Background: an optimization exercise with open tools, aiming at small area and few clock cycles. Do not read the settings as production practice.
The RTL was checked by simulation tests, not by an equivalence proof against the original design.
Power and IR drop assume default switching activity.

### flow/flow/run.sh
#!/bin/bash
# The standard layout (standard.sh: ORFS synth .. finish), except that the
# input and output ports are buffered with the smallest buffer cell instead of
# the one buffer_ports picks by default. Every port still gets its buffer.
set -euo pipefail
export BUFFER_PORTS_ARGS="-buffer_cell sky130_fd_sc_hd__buf_1"
bash standard.sh > standard.log 2>&1
### flow/standard.sh
#!/bin/bash
# synth_recipe.tcl (not shown) runs the flow's synth.tcl, then flattens the netlist and writes it again
# the make line also repeats each setting of config.mk as NAME=value (left out here)
make -C /OpenROAD-flow-scripts/flow DESIGN_CONFIG=/design/flow/config.mk WORK_HOME=/design/flow/orfs CLKGATE_MAP_FILE= SYNTH_SCRIPT=/design/flow/synth_recipe.tcl "${@:-finish}"
### flow/config.mk
export PLATFORM = sky130hd
export DESIGN_NAME = cache
export DESIGN_NICKNAME = cache
export VERILOG_FILES = /design/flow/design.v
export SDC_FILE = /design/flow/constraint.sdc
export NUM_CORES = 4
export LEC_CHECK = 0
export CAP_MARGIN = 20
export CORE_MARGIN = 2
export CORE_UTILIZATION = 40
export CTS_CLUSTER_DIAMETER = 90
export CTS_CLUSTER_SIZE = 30
export PLACE_DENSITY = 0.8
export SETUP_SLACK_MARGIN = 0.2
export SLEW_MARGIN = 20
### flow/constraint.sdc
create_clock -name core_clock -period 10.0 [get_ports {i_clk}]
set_input_delay 2.0000 -clock core_clock [delete_from_list [all_inputs] [get_ports {i_clk}]]
set_output_delay 2.0000 -clock core_clock [all_outputs]
set_load 0.01 [all_outputs]
### flow/design.v
`default_nettype none
module cache (
    input  wire        i_clk,
    input  wire        i_rst,
    input  wire        i_mem_ready,
    output wire [31:0] o_mem_addr,
    output wire        o_mem_ren,
    output wire        o_mem_wen,
    output wire [31:0] o_mem_wdata,
    input  wire [31:0] i_mem_rdata,
    input  wire        i_mem_valid,
    output wire        o_busy,
    input  wire [31:0] i_req_addr,
    input  wire        i_req_ren,
    input  wire        i_req_wen,
    input  wire [ 3:0] i_req_mask,
    input  wire [31:0] i_req_wdata,
    output wire [31:0] o_res_rdata
);
  localparam S = 3;
  localparam DEPTH = 8;
  localparam T = 25;
  reg [31:0] dx0[0:15];
  reg [31:0] dy0[0:15];
  reg [31:0] dx1[0:15];
  reg [31:0] dy1[0:15];
  reg [T-1:0] tx[0:DEPTH-1];
  reg [T-1:0] ty[0:DEPTH-1];
  reg [DEPTH-1:0] valid0;
  reg [DEPTH-1:0] valid1;
  reg [DEPTH-1:0] lru;   
  reg ph;
  wire [T-1:0] req_tag = i_req_addr[31:7];
  wire [S-1:0] req_set = i_req_addr[6:4];
  wire [1:0] req_word = i_req_addr[3:2];
  wire [DEPTH-1:0] set_dec = 8'd1 << req_set;
  wire [15:0] pair_dec = 16'd1 << {req_set, req_word[1]};
  wire rd_y = req_word[0] ^ ph;   
  reg [T-1:0] tagx_r, tagy_r;
  reg [31:0] word0_r, word1_r;
  integer k;
  always @(*) begin
    tagx_r = {T{1'b0}};
    tagy_r = {T{1'b0}};
    for (k = 0; k < DEPTH; k = k + 1) begin
      tagx_r = tagx_r | (tx[k] & {T{set_dec[k]}});
      tagy_r = tagy_r | (ty[k] & {T{set_dec[k]}});
    end
    word0_r = 32'd0;
    word1_r = 32'd0;
    for (k = 0; k < 16; k = k + 1) begin
      word0_r = word0_r | (dx0[k] & {32{pair_dec[k] & ~rd_y}}) | (dy0[k] & {32{pair_dec[k] & rd_y}});
      word1_r = word1_r | (dx1[k] & {32{pair_dec[k] & ~rd_y}}) | (dy1[k] & {32{pair_dec[k] & rd_y}});
    end
  end
  wire eqx = (tagx_r == req_tag);
  wire eqy = (tagy_r == ~req_tag);
  wire hit0 = valid0[req_set] && (ph ? eqy : eqx);
  wire hit1 = valid1[req_set] && (ph ? eqx : eqy);
  wire hit = hit0 || hit1;
  reg st_fill;   
  reg st_wait;   
  reg awp;   
  reg wr_r;   
  reg wdone;   
  reg fw_r;   
  reg [1:0] tag_st;   
  reg [2:0] ic;   
  reg [2:0] rc;   
  wire idle = ~st_fill & ~st_wait;
  wire req = i_req_ren | i_req_wen;
  wire miss_start = idle & req & ~hit;
  wire whit = idle & i_req_wen & hit;
  wire resp = st_fill & i_mem_valid;
  wire resp_req = resp & (rc == 3'd1);   
  wire resp_last = resp & (rc[1:0] == 2'd3);
  wire rc_done = rc[2] | resp_last;
  assign o_mem_ren = miss_start | (st_fill & ~ic[2]);
  wire rd_acc = o_mem_ren & i_mem_ready;
  wire [1:0] rd_word = req_word + (st_fill ? {ic[1], ~ic[0] & ~ic[2]} : {1'b0, ~hit});
  assign o_mem_addr = {i_req_addr[31:4], rd_word, 2'b00};
  reg s1_valid, s1_clr, s1_way, s2_valid, s2_way;
  reg [S-1:0] s1_set, s2_set;
  reg [1:0] s1_word, s2_word;
  reg [31:0] s1_data, s2_data;
  wire acc_way = st_fill ? fw_r : hit1;
  wire fwd1 = s1_valid & (s1_way == acc_way) & (s1_set == req_set) & (s1_word == req_word);
  wire fwd2 = s2_valid & (s2_way == acc_way) & (s2_set == req_set) & (s2_word == req_word);
  wire [31:0] arr_word = (acc_way ? word1_r : word0_r) ^ {32{rd_y}};
  wire [31:0] cache_word = fwd1 ? s1_data : fwd2 ? s2_data : arr_word;
  wire [31:0] mask32 = {{8{i_req_mask[3]}}, {8{i_req_mask[2]}}, {8{i_req_mask[1]}}, {8{i_req_mask[0]}}};
  wire merge = ~resp | (wr_r & resp_req);
  wire [31:0] base = resp ? i_mem_rdata : cache_word;
  wire [31:0] din = merge ? ((base & ~mask32) | (i_req_wdata & mask32)) : base;
  wire [1:0] in_word = st_fill ? (req_word + {rc[1], ~rc[0]}) : req_word;
  wire in_x = ~(in_word[0] ^ ph);   
  wire aw_ok = ~(in_x & s1_valid & ~s1_clr);
  wire aw_req = whit | (st_wait & awp);
  wire in_we = resp | (aw_req & aw_ok);
  wire fill_w = st_fill & wr_r & ~wdone & ic[2] & merge &
                ((rc[2:1] != 2'd0) | resp_req | (&i_req_mask));
  assign o_mem_wen = whit | st_wait | fill_w;
  assign o_mem_wdata = din;
  wire w_acc = o_mem_wen & i_mem_ready;
  wire fill_done = st_fill & rc_done & (~wr_r | wdone | w_acc);
  wire wait_done = i_mem_ready & (~awp | aw_ok);
  assign o_busy = idle ? (miss_start | (whit & ~(i_mem_ready & aw_ok))) :
                  st_wait ? ~wait_done : ~fill_done;
  assign o_res_rdata = cache_word;
  wire fway = ~valid0[req_set] ? 1'b0 : ~valid1[req_set] ? 1'b1 : lru[req_set];
  wire c1_we = in_we & in_x;
  wire [4:0] c1_row = {acc_way, req_set, in_word[1]};
  wire c2_we = s1_valid & ~s1_clr;
  wire [4:0] c2_row = {s1_way, s1_set, s1_word[1]};
  wire set1 = s1_valid & s1_clr;
  wire b_we = set1 | s2_valid;
  wire [4:0] b_row = set1 ? {s1_way, s1_set, s1_word[1]} : {s2_way, s2_set, s2_word[1]};
  wire [31:0] bus = set1 ? s1_data : s2_data;
  wire t_way = st_fill ? fw_r : fway;
  wire t_clr = (miss_start & (fway == ph)) | tag_st[1];
  wire t_set = tag_st[0];
  always @(posedge i_clk) begin
    for (k = 0; k < 32; k = k + 1) begin
      if (k < 16) begin
        dy0[k] <= ~(dx0[k] | {32{(c1_we & (c1_row == k)) | (c2_we & (c2_row == k))}});
        dx0[k] <= ~(dy0[k] | ({32{b_we & (b_row == k)}} & ~bus));
      end else begin
        dy1[k-16] <= ~(dx1[k-16] | {32{(c1_we & (c1_row == k)) | (c2_we & (c2_row == k))}});
        dx1[k-16] <= ~(dy1[k-16] | ({32{b_we & (b_row == k)}} & ~bus));
      end
    end
    for (k = 0; k < DEPTH; k = k + 1) begin
      ty[k] <= ~(tx[k] | {T{t_clr & (req_set == k)}});
      tx[k] <= ~(ty[k] | ({T{t_set & (req_set == k)}} & ~req_tag));
    end
    if (miss_start | whit) lru[req_set] <= ~(hit ? hit1 : fway);
    s1_clr <= in_x;
    s1_way <= acc_way;
    s1_set <= req_set;
    s1_word <= in_word;
    s1_data <= din;
    s2_way <= s1_way;
    s2_set <= s1_set;
    s2_word <= s1_word;
    s2_data <= s1_data;
  end
  always @(posedge i_clk) begin
    if (i_rst) begin
      valid0 <= {DEPTH{1'b0}};
      valid1 <= {DEPTH{1'b0}};
    end else if (miss_start) begin
      if (fway) valid1[req_set] <= 1'b1;
      else valid0[req_set] <= 1'b1;
    end
  end
  always @(posedge i_clk) begin
    if (i_rst) begin
      ph <= 1'b0;
      s1_valid <= 1'b0;
      s2_valid <= 1'b0;
      tag_st <= 2'd0;
      st_fill <= 1'b0;
      st_wait <= 1'b0;
    end else begin
      ph <= ~ph;
      s1_valid <= in_we;
      s2_valid <= s1_valid & ~s1_clr;
      tag_st <= {miss_start & (fway != ph), t_clr};
      if (miss_start) st_fill <= 1'b1;
      else if (fill_done) st_fill <= 1'b0;
      if (whit & ~(i_mem_ready & aw_ok)) st_wait <= 1'b1;
      else if (st_wait & wait_done) st_wait <= 1'b0;
    end
  end
  always @(posedge i_clk) begin
    if (whit) awp <= ~aw_ok;
    else if (aw_ok) awp <= 1'b0;
    if (miss_start) begin
      wr_r <= i_req_wen;
      wdone <= 1'b0;
      fw_r <= fway;
      ic <= {2'b00, i_mem_ready};
      rc <= 3'd0;
    end else begin
      if (rd_acc) ic <= ic + 3'd1;
      if (resp) rc <= rc + 3'd1;
      if (w_acc) wdone <= 1'b1;
    end
  end
endmodule
`default_nettype wire
==> reports/results.ini, run 1 <==
[sta]
setup_violations = 0
rsz0062_at_grt = false
max_freq_mhz = 103
worst-slew-pin-transition_ps = 1290
finalCritPeriodShare = 0.974
setup_tns_ps = 0
hold_viol_final = 0
finalCriticalPeriod_ps = 9740
finalMaxSlewViolations = 0
skew_ps = 112
worst_slack_ps = 257
slew_headroom = 0.135

[drt]
vias_per_cell = 6.65
route.detailed.drc = 0
dr.first_iter.drc_count = 13600
wire_per_inst_um = 30.2
drt_wl_total_um = 337000
vias = 74300
ant_nets = 0
drt_first_pass_iters = 10

[cells_and_area]
finalNetCount = 8444
area_delta_synth_final_pct = 9.74
drive_gt1_frac = 0.0751

[clock_tree]
path_clk_slew_ps = 120
htree_levels = 3
cts_root_buf = clkbuf_16
clock_sinks = 2566
cts_buffers = 97
clock_path_buffers = 3
clock_latency_ps = 840
cts_tree = built

[placed_design]
pre_cts_ws_ps = 216
place.gp.congestion = 0.966
dp_hpwl_um = 200000
io_buffers = 200

[worst_setup_path]
crit_required_ps = 8000
cp_max_fo = 19
end_kind = output port
start_kind = input pin
crit_arrival_ps = 7740
crit_type = in -> out

[hold_path]
hold_class = reg -> reg

[global_route]
grt_usage = 0.303
grt_pass1_wl_um = 480000
antenna_found_initial = 22
grt_overflow_total = 0
grt_pass1_vias = 72200
grt_max_degree = 77

[synth]
synth-seq-cells = 2566
synthArstFlopShare = 0
synth_most_common_cell = dfxtp_1
yosys.area.top_type_share = 0.610
ys_dominant_reg_cell = dfxtp_1
synth_area_per_cell_um2 = 9.98
yosysWarnings = 7
synth_cells = 8405
yosys.area.top_type = dfxtp_1
synth_seq_area_share = 0.614
synth_commonest_cells = dfxtp_1 (2554), nor2_1 (1710), a21oi_1 (1069)
synth.area.top_cells = dfxtp_1 (61%), nor2_1 (7.7%), a21oi_1 (6.4%), a22oi_1 (5.0%), a22o_1 (3.0%)
synth_cell_type_count = 72
synth_area_um2 = 83900
synth_edf_count = 12

[floorplan]
core_um2 = 209000
die_area_um2 = 213000
die_y_um = 462
row_count = 168
start_util = 0.401
die_w_um = 462
ios = 205

[job]
cap_violations = 0

[pwr]
leakagePower_nw = 37.2
powerDensity_nw_per_um2 = 234
peakVddDrop_mv = 0.181

[outcome]
run_status = finished clean

[final cells by class]
| type | instances | area, um2 |
|---|---|---|
| fill | 19100 | 117000 |
| sequential | 2566 | 51500 |
| multi-input combinational | 5094 | 30100 |
| timing repair buffer | 515 | 4020 |
| tap | 2805 | 3510 |
| clock buffer | 102 | 2490 |
| clock inverter | 10 | 200 |
| inverter | 52 | 195 |
| antenna | 18 | 45.0 |
[per-stage QoR]
stage / std cells / instance area, um2 / util / power [mW] / hold WS (ps)
6_report: 11200 / 92100 / 0.441 / 21.5 / 372
5_1_grt: 11100 / 92000 / 0.440 / 22.1 / 378
4_1_cts: 11100 / 91600 / 0.438 / 21.2 / 359
3_5_place_dp: 11000 / 88900 / 0.426 / 16.4 / 361
3_3_place_gp: 11000 / 88700 / 0.424 / 16.2 / 356
2_1_floorplan: 8406 / 83900 / - / 14.9 / 349
[worst max-delay path, stage by stage]
cell	delay (ps)
buf_1	290
buf_4	320
ha_2	520
inv_1	380
o21ai_1	280
nor3_1	60
nand4b_1	450
or4_1	690
nor4_1	540
buf_4	220
o21a_1	160
buf_4	150
nor2_4	160
mux2i_1	720
xnor2_1	160
o21ai_1	220
a31o_1	200
buf_1	150
[where the power goes]
group          internal [mW]  switching, mW
registers               12.0           1.11
logic                   1.22           2.17
clock network           1.83           3.17
[worst paths after layout]
path | slack, ps | depth (start not counted) | endpoint | from
worst min register to register | 370 | 0 | s2_word[0] | s1_word[0]
worst max register to register | 4070 | 14 | dy1[10][21] | tx[0][14]
worst max-delay path | 260 | 18 | o_mem_wdata[6] | i_req_addr[5]
worst min-delay path | 370 | 0 | s2_word[0] | s1_word[0]
[layer usage]
layer  track usage  wire [um]
met5       0.00452        262
met4         0.227      34500
met3         0.133      61400
met2         0.429     131000
met1         0.362     110000
[layout by cell type, fill, tap and decap left out, drive strengths merged, types with 104 or more instances in the layout]
master / instances
dfxtp: 2554
nor2: 1715
a21oi: 1071
a22oi: 563
buf: 513
a22o: 289
a221oi: 283
nand4: 248
nand2: 212
clkbuf: 104
[what timing repair did]
action                                 in CTS  in global routing
endpoints found under the hold margin       0                  0
resized for setup                           0                  2
setup endpoints to repair                   0                 33
buffers inserted                            0                  2
hold buffers                                0                  0
[state kept, by name (all words and copies together) (netlist names), 32 cells and up]
signal,flops
dy1,512
s1_data,32
dx1,512
dx0,512
dy0,512
s2_data,32
ty,200
tx,200
[cells by family (layout without fill, tap and decap cells)]
kind of cell	after synthesis	in the layout	synth area share
compound gates	2472	2473	0.198
xor+xnor	58	58	0.00606
fa+ha+maj	12	12	0.00179
buf+inv	747	679	0.0409
flops	2566	2566	0.614
mux	136	136	0.0177
other cells	1	20	0.0000447
simple gates	2413	2413	0.122
Testbench counts, summed over its fixed seeds: cycles 55,262.
==> run 2, diff against run 1 <==
--- a/flow/config.mk
+++ b/flow/config.mk
@@ -11,5 +11,6 @@
 export CTS_CLUSTER_DIAMETER = 90
 export CTS_CLUSTER_SIZE = 30
-export PLACE_DENSITY = 0.8
+export GPL_ROUTABILITY_DRIVEN = 0
+export PLACE_DENSITY = 0.6
 export SETUP_SLACK_MARGIN = 0.2
 export SLEW_MARGIN = 20
==> reports/results.ini, run 2 <==
[synth]
synth_seq_area_share = 0.614
synth.area.top_cells = dfxtp_1 (61%), nor2_1 (7.7%), a21oi_1 (6.4%), a22oi_1 (5.0%), a22o_1 (3.0%)
synth_most_common_cell = dfxtp_1
synth_commonest_cells = dfxtp_1 (2554), nor2_1 (1710), a21oi_1 (1069)
synthArstFlopShare = 0
synth_area_um2 = 83900
yosys.area.top_type = dfxtp_1
synth_edf_count = 12
synth-seq-cells = 2566
synth_cell_type_count = 72
yosys.area.top_type_share = 0.610
ys_dominant_reg_cell = dfxtp_1
synth_cells = 8405
yosysWarnings = 7
synth_area_per_cell_um2 = 9.98

[drt]
drt_first_pass_iters = 7
vias_per_cell = 6.38
dr.first_iter.drc_count = 9526
wire_per_inst_um = 31.2
route.detailed.drc = 0
vias = 71300
ant_nets = 0
drt_wl_total_um = 349000

[cells_and_area]
drive_gt1_frac = 0.0788
mostFrequentLayoutCell = dfxtp_1
finalNetCount = 8452
area_delta_synth_final_pct = 9.92
fin_area_um2 = 92200
fin_util = 0.441
layout_common_cells = dfxtp_1 (2554), nor2_1 (1650), a21oi_1 (1069)

[sta]
max_freq_mhz = 103
finalCriticalPeriod_ps = 9700
setup_violations = 0
worst-slew-pin-transition_ps = 1260
hold_viol_final = 0
rsz0062_at_grt = false
finalMaxSlewViolations = 0
finalCritPeriodShare = 0.970
setup_tns_ps = 0
skew_ps = 99.4
slew_headroom = 0.155
fin_hold_ws_ps = 367

[worst_setup_path]
critPathCapture = o_mem_wdata[6]
cp_max_fo = 27
cpMaxStageDelayCell = and2_1
crit_start = i_req_addr[4]
end_kind = output port
crit_arrival_ps = 7700
start_kind = input pin
ff2ff_path_depth = 13
critPathMaxStageDelay_ps = 690
worst_path_dominant_cell_family = simple AND/OR/NAND/NOR gates
reg2reg_to = dy1[0][1]
crit_required_ps = 8000
rrSetupSlack_ps = 3990
crit_cells = 17
cp_common_cell = buf_1
reg2reg_from = ty[4][19]
worst-path-buf-inv = 4
cp_cell_sequence = buf_1 -> buf_4 -> ha_4 -> and2_1 -> a221oi_1 -> and3_1 -> nor4_1 -> and4b_1 -> and4_1 -> o21a_1 -> nor2_4 -> buf_12 -> mux2i_1 -> xnor2_1 -> o21ai_1 -> a31o_1 -> buf_1
crit_type = in -> out

[job]
cap_violations = 0

[clock_tree]
htree_levels = 3
cts_root_buf = clkbuf_16
path_clk_slew_ps = 110
post_cts_buffers = 0
cts_buffers = 100
cts_hold_buf = 0
clock_latency_ps = 820
clock_sinks = 2566
cts_tree = built
clock_path_buffers = 3

[outcome]
run_status = finished clean

[global_route]
grt_pass1_wl_um = 493000
grt_pass1_vias = 68900
grt_overflow_total = 0
antenna_found_initial = 7
grt_max_degree = 69
grt_usage = 0.317

[placed_design]
io_buffers = 200
dp_hpwl_um = 203000
placed_area_um2 = 89100

[floorplan]
die_w_um = 462
start_util = 0.401
row_count = 168
die_area_um2 = 213000
core_um2 = 209000
ios = 205
die_y_um = 462

[pwr]
peakVddDrop_mv = 0.143
p_total_mw = 21.8
leakagePower_nw = 37.3
powerDensity_nw_per_um2 = 236

[hold_path]
hold_class = reg -> reg

-- run 2: cell type report --
class / count / area (um2)
clock inverters: 28 / 445
fillers: 19900 / 117000
diodes: 5 / 12.5
flip-flops and latches: 2566 / 51500
clock buffers: 108 / 2570
repair buffers: 521 / 3850
inverters: 52 / 195
well taps: 2805 / 3510
multi-input cells: 5093 / 30100
-- run 2: report_power, final --
group	internal [mW]	leakage, nW	switching (mW)
clock	2.02	1.46	3.29
combinational	1.19	14.3	2.14
sequential	12.0	21.6	1.08
-- run 2: logic make-up (layout without fill, tap and decap cells) --
family / count (synthesis) / in the layout / share of synthesized area
AO/OA/AOI/OAI: 2472 / 2472 / 0.198
adder cells (fa/ha/maj): 12 / 12 / 0.00179
multiplexers: 136 / 136 / 0.0177
other: 1 / 7 / 0.0000447
buffers and inverters: 747 / 709 / 0.0409
XOR/XNOR: 58 / 58 / 0.00606
flip-flops: 2566 / 2566 / 0.614
AND/OR/NAND/NOR: 2413 / 2413 / 0.122
-- run 2: through the flow --
| stage | setup slack (ps) | instances |
|---|---|---|
| after global routing | 249 | 11200 |
| after floorplan | 1890 | 8406 |
| after detailed placement | 472 | 11000 |
| after CTS | 450 | 11200 |
| final | 301 | 11200 |
| after global placement | 472 | 11000 |
-- run 2: metal layers --
layer  part of all wire  track usage
met3               0.12       0.0713
met4              0.070        0.180
met1               0.38        0.411
met2               0.43        0.484
met5            0.00012            0
-- run 2: how the worst min path moves through the flow --
stage	start	end	cells past startpoint
after floorplan	s1_word[0]	s2_word[0]	0
after global placement	s1_word[0]	s2_word[0]	0
after detailed placement	s1_word[0]	s2_word[0]	0
after CTS	dy0[15][31]	dx0[15][31]	1
after global routing	dy1[8][29]	dx1[8][29]	1
final	dy1[8][29]	dx1[8][29]	1
-- run 2: timing repair --
| item | 4_1_cts | 5_1_grt |
|---|---|---|
| endpoints found under the setup margin | 0 | 10 |
| gates resized for setup | 0 | 1 |
| endpoints found under the hold margin | 0 | 0 |
==> run 3, diff against run 2 <==
--- a/flow/config.mk
+++ b/flow/config.mk
@@ -11,5 +11,4 @@
 export CTS_CLUSTER_DIAMETER = 90
 export CTS_CLUSTER_SIZE = 30
-export GPL_ROUTABILITY_DRIVEN = 0
 export PLACE_DENSITY = 0.6
 export SETUP_SLACK_MARGIN = 0.2
==> reports/results.ini, run 3 <==
[global_route]
grt_pass1_vias = 68900
grt_pass1_wl_um = 493000
antenna_found_initial = 7
grt_max_degree = 69
grt_overflow_total = 0
grt_usage = 0.317

[placed_design]
dp_hpwl_um = 203000
io_buffers = 200
place.gp.congestion = 0.888
placed_area_um2 = 89100
pre_cts_ws_ps = 472

[clock_tree]
clock_path_buffers = 3
cts_root_buf = clkbuf_16
cts_tree = built
path_clk_slew_ps = 110
clock_latency_ps = 820
htree_levels = 3
clock_sinks = 2566
cts_buffers = 100

[sta]
skew_ps = 99.4
worst-slew-pin-transition_ps = 1260
finalCritPeriodShare = 0.970
finalMaxSlewViolations = 0
hold_viol_final = 0
slew_headroom = 0.155
rsz0062_at_grt = false
setup_tns_ps = 0
setup_violations = 0
max_freq_mhz = 103
worst_slack_ps = 301
finalCriticalPeriod_ps = 9700

[cells_and_area]
fin_area_um2 = 92200
drive_gt1_frac = 0.0788
layout_common_cells = dfxtp_1 (2554), nor2_1 (1650), a21oi_1 (1069)
area_delta_synth_final_pct = 9.92
finalNetCount = 8452
mostFrequentLayoutCell = dfxtp_1

[synth]
synth_commonest_cells = dfxtp_1 (2554), nor2_1 (1710), a21oi_1 (1069)
synth.area.top_cells = dfxtp_1 (61%), nor2_1 (7.7%), a21oi_1 (6.4%), a22oi_1 (5.0%), a22o_1 (3.0%)
ys_dominant_reg_cell = dfxtp_1
synth_most_common_cell = dfxtp_1
synth_area_um2 = 83900
synth_edf_count = 12
synth-seq-cells = 2566
yosys.area.top_type_share = 0.610
synth_seq_area_share = 0.614
synth_cell_type_count = 72
yosysWarnings = 7
yosys.area.top_type = dfxtp_1
synth_cells = 8405
synthArstFlopShare = 0
synth_area_per_cell_um2 = 9.98

[drt]
vias_per_cell = 6.38
drt_wl_total_um = 349000
dr.first_iter.drc_count = 9526
route.detailed.drc = 0
drt_first_pass_iters = 7
wire_per_inst_um = 31.2
ant_nets = 0
vias = 71300

[pwr]
power_frac_comb = 0.153
pwr-share-clk = 0.244
switching_share = 0.300
leakagePower_nw = 37.3
pwr-share-seq = 0.603
p_int_mw = 15.2
p_sw_mw = 6.52
peakVddDrop_mv = 0.143
powerDensity_nw_per_um2 = 236

[floorplan]
start_util = 0.401
row_count = 168
core_um2 = 209000
die_area_um2 = 213000
die_y_um = 462
ios = 205
die_w_um = 462

[worst_setup_path]
start_kind = input pin
crit_type = in -> out
crit_required_ps = 8000
cp_max_fo = 27
crit_arrival_ps = 7700
end_kind = output port

[outcome]
run_status = finished clean

[job]
cap_violations = 0

[hold_path]
hold_class = reg -> reg

-- run 3: cell counts in the layout (fill, tap and decap cells not counted) --
Identical to the previous run, type by type.
-- run 3: routing by layer --
layer / track usage / share of wire / up-vias
li1: - / - / 29700
met1: 0.411 / 0.38 / 35200
met2: 0.484 / 0.43 / 5150
met3: 0.0713 / 0.12 / 1226
met4: 0.180 / 0.070 / 6
met5: 0 / 0.00012 / -
-- run 3: timing repair --
item,CTS,global route
hold endpoints to repair,0,0
gates resized for setup,0,1
endpoints found under the setup margin,0,10
buffers inserted,0,0
hold buffers,0,0
-- run 3: layout make-up --
| class | instances | area [um2] |
|---|---|---|
| Clock inverter | 28 | 445 |
| Clock buffer | 108 | 2570 |
| Antenna cell | 5 | 12.5 |
| Timing Repair Buffer | 521 | 3850 |
| Inverter | 52 | 195 |
| Fill cell | 19900 | 117000 |
| Tap cell | 2805 | 3510 |
| Multi-Input combinational cell | 5093 | 30100 |
| Sequential cell | 2566 | 51500 |
-- run 3: power by group through the flow --
| stage | Combinational [mW] | Clock, mW | Sequential (mW) |
|---|---|---|---|
| 2_1_floorplan | 1.98 | 0 | 12.9 |
| 3_3_place_gp | 3.12 | 0 | 13.2 |
| 3_5_place_dp | 3.24 | 0 | 13.3 |
| 4_1_cts | 3.26 | 5.33 | 13.1 |
| 5_1_grt | 3.55 | 5.67 | 13.3 |
| 6_report | 3.33 | 5.31 | 13.1 |
-- run 3: through the flow --
step	instances	hold WS, ps	util	total power [mW]
after floorplan	8406	349	-	14.9
after global placement	11000	373	0.425	16.4
after detailed placement	11000	378	0.426	16.5
after CTS	11200	349	0.441	21.7
after global routing	11200	379	0.441	22.5
final	11200	367	0.441	21.8
-- run 3: kinds of logic (layout without fill, tap and decap cells) --
group                    Yosys count  count (layout)  share of synthesized area
AO/OA/AOI/OAI                   2472            2472                      0.198
XOR/XNOR                          58              58                    0.00606
adder cells (fa/ha/maj)           12              12                    0.00179
buffers and inverters            747             709                     0.0409
flip-flops                      2566            2566                      0.614
multiplexers                     136             136                     0.0177
other                              1               7                  0.0000447
AND/OR/NAND/NOR                 2413            2413                      0.122
-- run 3: worst max-delay path: stages --
cell      delay [ps]
buf_1            280
buf_4            410
ha_4             480
and2_1           690
a221oi_1         190
and3_1           240
nor4_1           650
and4b_1          320
and4_1           290
o21a_1           300
nor2_4           200
buf_12           260
mux2i_1          480
xnor2_1          160
o21ai_1          280
a31o_1           220
buf_1            160
-- run 3: final timing paths --
check	start	end	slack, ps	depth (start not counted)
worst max-delay path	i_req_addr[4]	o_mem_wdata[6]	300	17
worst min-delay path	dy1[8][29]	dx1[8][29]	370	1
worst max register to register	ty[4][19]	dy1[0][1]	3990	13
worst min register to register	dy1[8][29]	dx1[8][29]	370	1
==> run 4, diff against run 3 <==
--- a/flow/config.mk
+++ b/flow/config.mk
@@ -8,8 +8,8 @@
 export CAP_MARGIN = 20
 export CORE_MARGIN = 2
-export CORE_UTILIZATION = 40
+export CORE_UTILIZATION = 50
 export CTS_CLUSTER_DIAMETER = 90
 export CTS_CLUSTER_SIZE = 30
-export PLACE_DENSITY = 0.6
+export PLACE_DENSITY = 0.65
 export SETUP_SLACK_MARGIN = 0.2
 export SLEW_MARGIN = 20
==> reports/results.ini, run 4 <==
[outcome]
run_status = finished clean

[pwr]
powerDensity_nw_per_um2 = 237
p_sw_mw = 6.48
pwr-share-clk = 0.242
leakagePower_nw = 37.4
switching_share = 0.299
peakVddDrop_mv = 0.167
power_frac_comb = 0.154
pwr-share-seq = 0.604
p_int_mw = 15.2

[drt]
route.detailed.drc = 0
dr.first_iter.drc_count = 10500
vias_per_cell = 6.76
vias = 71500
drt_wl_total_um = 337000
ant_nets = 0
wire_per_inst_um = 31.8
drt_first_pass_iters = 9

[hold_path]
min_from = dx1[15][25]
worstHoldEndpoint = dy1[15][25]
min_path_cells = 1
hold_class = reg -> reg

[worst_setup_path]
crit_arrival_ps = 7540
cpMaxStageDelayCell = ha_2
start_kind = input pin
crit_type = in -> out
cp_cell_sequence = buf_1 -> ha_2 -> inv_1 -> o22a_1 -> and3_1 -> or4_1 -> nor4_1 -> and4_1 -> o21a_1 -> nor2_4 -> buf_12 -> mux2i_1 -> xnor2_1 -> o21ai_1 -> a31o_1 -> buf_1
cp_max_fo = 22
end_kind = output port
reg2reg_from = tx[6][15]
worst_path_dominant_cell_family = simple AND/OR/NAND/NOR gates
cp_common_cell = buf_1
critPathMaxStageDelay_ps = 710
rrSetupSlack_ps = 3910
crit_required_ps = 8000
reg2reg_to = dy1[8][8]
crit_start = i_req_addr[5]
ff2ff_path_depth = 13
worst-path-buf-inv = 4

[sta]
hold_viol_final = 0
skew_ps = 95.4
finalCritPeriodShare = 0.954
worst-slew-pin-transition_ps = 1250
setup_tns_ps = 0
max_freq_mhz = 105
rsz0062_at_grt = false
finalMaxSlewViolations = 0
fin_hold_ws_ps = 335
setup_violations = 0
finalCriticalPeriod_ps = 9540
slew_headroom = 0.160

[clock_tree]
cts_tree = built
htree_levels = 3
clock_sinks = 2566
post_cts_buffers = 0
ctsResizeCount = 0
path_clk_slew_ps = 100
clock_path_buffers = 3
cts_hold_buf = 0
clock_latency_ps = 800
cts_buffers = 100
cts_root_buf = clkbuf_16

[synth]
synth_seq_area_share = 0.614
synth_most_common_cell = dfxtp_1
yosysWarnings = 7
yosys.area.top_type = dfxtp_1
synth_cell_type_count = 72
synth_commonest_cells = dfxtp_1 (2554), nor2_1 (1710), a21oi_1 (1069)
synthArstFlopShare = 0
synth-seq-cells = 2566
synth_area_per_cell_um2 = 9.98
ys_dominant_reg_cell = dfxtp_1
yosys.area.top_type_share = 0.610
synth_edf_count = 12
synth.area.top_cells = dfxtp_1 (61%), nor2_1 (7.7%), a21oi_1 (6.4%), a22oi_1 (5.0%), a22o_1 (3.0%)
synth_area_um2 = 83900
synth_cells = 8405

[cells_and_area]
drive_gt1_frac = 0.0785
fin_util = 0.548
layout_common_cells = dfxtp_1 (2554), nor2_1 (1650), a21oi_1 (1069)
finalNetCount = 8463
stdcell_count = 10600
mostFrequentLayoutCell = dfxtp_1
area_delta_synth_final_pct = 8.96

[floorplan]
row_count = 150
start_util = 0.503
ios = 205
die_w_um = 414
die_y_um = 414
core_um2 = 167000
die_area_um2 = 171000

[global_route]
grt_overflow_total = 0
grt_max_degree = 46
grt_pass1_vias = 69000
antenna_found_initial = 2
grt_pass1_wl_um = 479000
grt_usage = 0.382

[placed_design]
dp_hpwl_um = 198000
dp.cells = 10400
place.gp.congestion = 0.923
io_buffers = 200

[job]
cap_violations = 0

run 4: cell counts after synthesis:
No cell type changed its count.
run 4: layer usage:
layer / global-route usage / vias up / routed length (um)
li1: - / 29700 / -
met1: 0.483 / 34900 / 122000
met2: 0.589 / 5299 / 144000
met3: 0.0854 / 1503 / 42200
met4: 0.245 / 4 / 28000
met5: 0 / - / 26
run 4: power by group through the flow:
stage               clock (mW)  combinational, mW  sequential, mW
global placement             0               3.10            13.2
finish                    5.24               3.34            13.1
detailed placement           0               3.23            13.3
CTS                       5.22               3.24            13.1
floorplan                    0               1.98            12.9
global route              5.56               3.53            13.3
run 4: logic make-up (layout without fill, tap and decap cells):
kind of cell,after synthesis,count (layout),share of synthesized area
AO/OA/AOI/OAI,2472,2472,0.198
XOR/XNOR,58,58,0.00606
adder cells (fa/ha/maj),12,12,0.00179
buffers and inverters,747,715,0.0409
flip-flops,2566,2566,0.614
multiplexers,136,136,0.0177
other,1,5,0.0000447
AND/OR/NAND/NOR,2413,2413,0.122
run 4: through the flow:
stage	power (mW)	area [um2]	setup slack [ps]
after floorplan	14.9	83900	1890
after detailed placement	16.5	88400	590
after CTS	21.5	91300	573
final	21.7	91400	463
after global placement	16.3	88200	704
after global routing	22.4	91400	270
run 4: layout make-up:
cell class	count	area, um2
Timing Repair Buffer	532	3920
Tap cell	2204	2760
Multi-Input combinational cell	5093	30100
Fill cell	14700	75400
Inverter	52	195
Antenna cell	3	7.51
Sequential cell	2566	51500
Clock buffer	108	2570
Clock inverter	23	365
run 4: worst max-delay path by stage:
stage	slack, ps	cells after the start	end
3_5_place_dp	590	19	o_mem_wdata[1]
2_1_floorplan	1890	19	o_mem_wdata[20]
6_report	460	16	o_mem_wdata[11]
3_3_place_gp	700	19	o_mem_wdata[26]
5_1_grt	270	19	o_mem_wdata[11]
4_1_cts	570	19	o_mem_wdata[1]

==> separate check: timing with driven ports <==
No port has a modelled driver above. Below, the same layouts with a new extraction and two added sets of constraints. Step 1 (the two cells are an assumption about what drives the block):
set clk [get_ports {i_clk}]
set_driving_cell -lib_cell sky130_fd_sc_hd__clkbuf_16 $clk
set_driving_cell -lib_cell sky130_fd_sc_hd__buf_2 [delete_from_list [all_inputs] $clk]
Step 2 adds t to the input delays and takes it off the output delays; t is the mean of the earliest and latest rising clock arrival at the registers after step 1. Input paths then give back, and output paths get back, about the clock's delay inside the block. Slacks: ideal ports / drivers / drivers and shift; pairs: ideal ports / drivers.
run | t (ns) | setup WS [ns] | clock arrival spread, ns | slew at the worst register clock pin (ns)
run 1 | 0.886 | 0.257 / 0.170 / 0.170 | 0.113 / 0.113 | 0.12 / 0.12
run 2 | 0.854 | 0.301 / 0.277 / 0.277 | 0.110 / 0.110 | 0.12 / 0.12
run 3 | 0.854 | 0.301 / 0.277 / 0.277 | 0.110 / 0.110 | 0.12 / 0.12
run 4 | 0.841 | 0.463 / 0.417 / 0.417 | 0.109 / 0.109 | 0.12 / 0.12
After both steps every run listed still meets setup and hold. The setup slack of run 1, which loses most, moves by -0.087 ns with the drivers and by -0.087 ns with both steps.
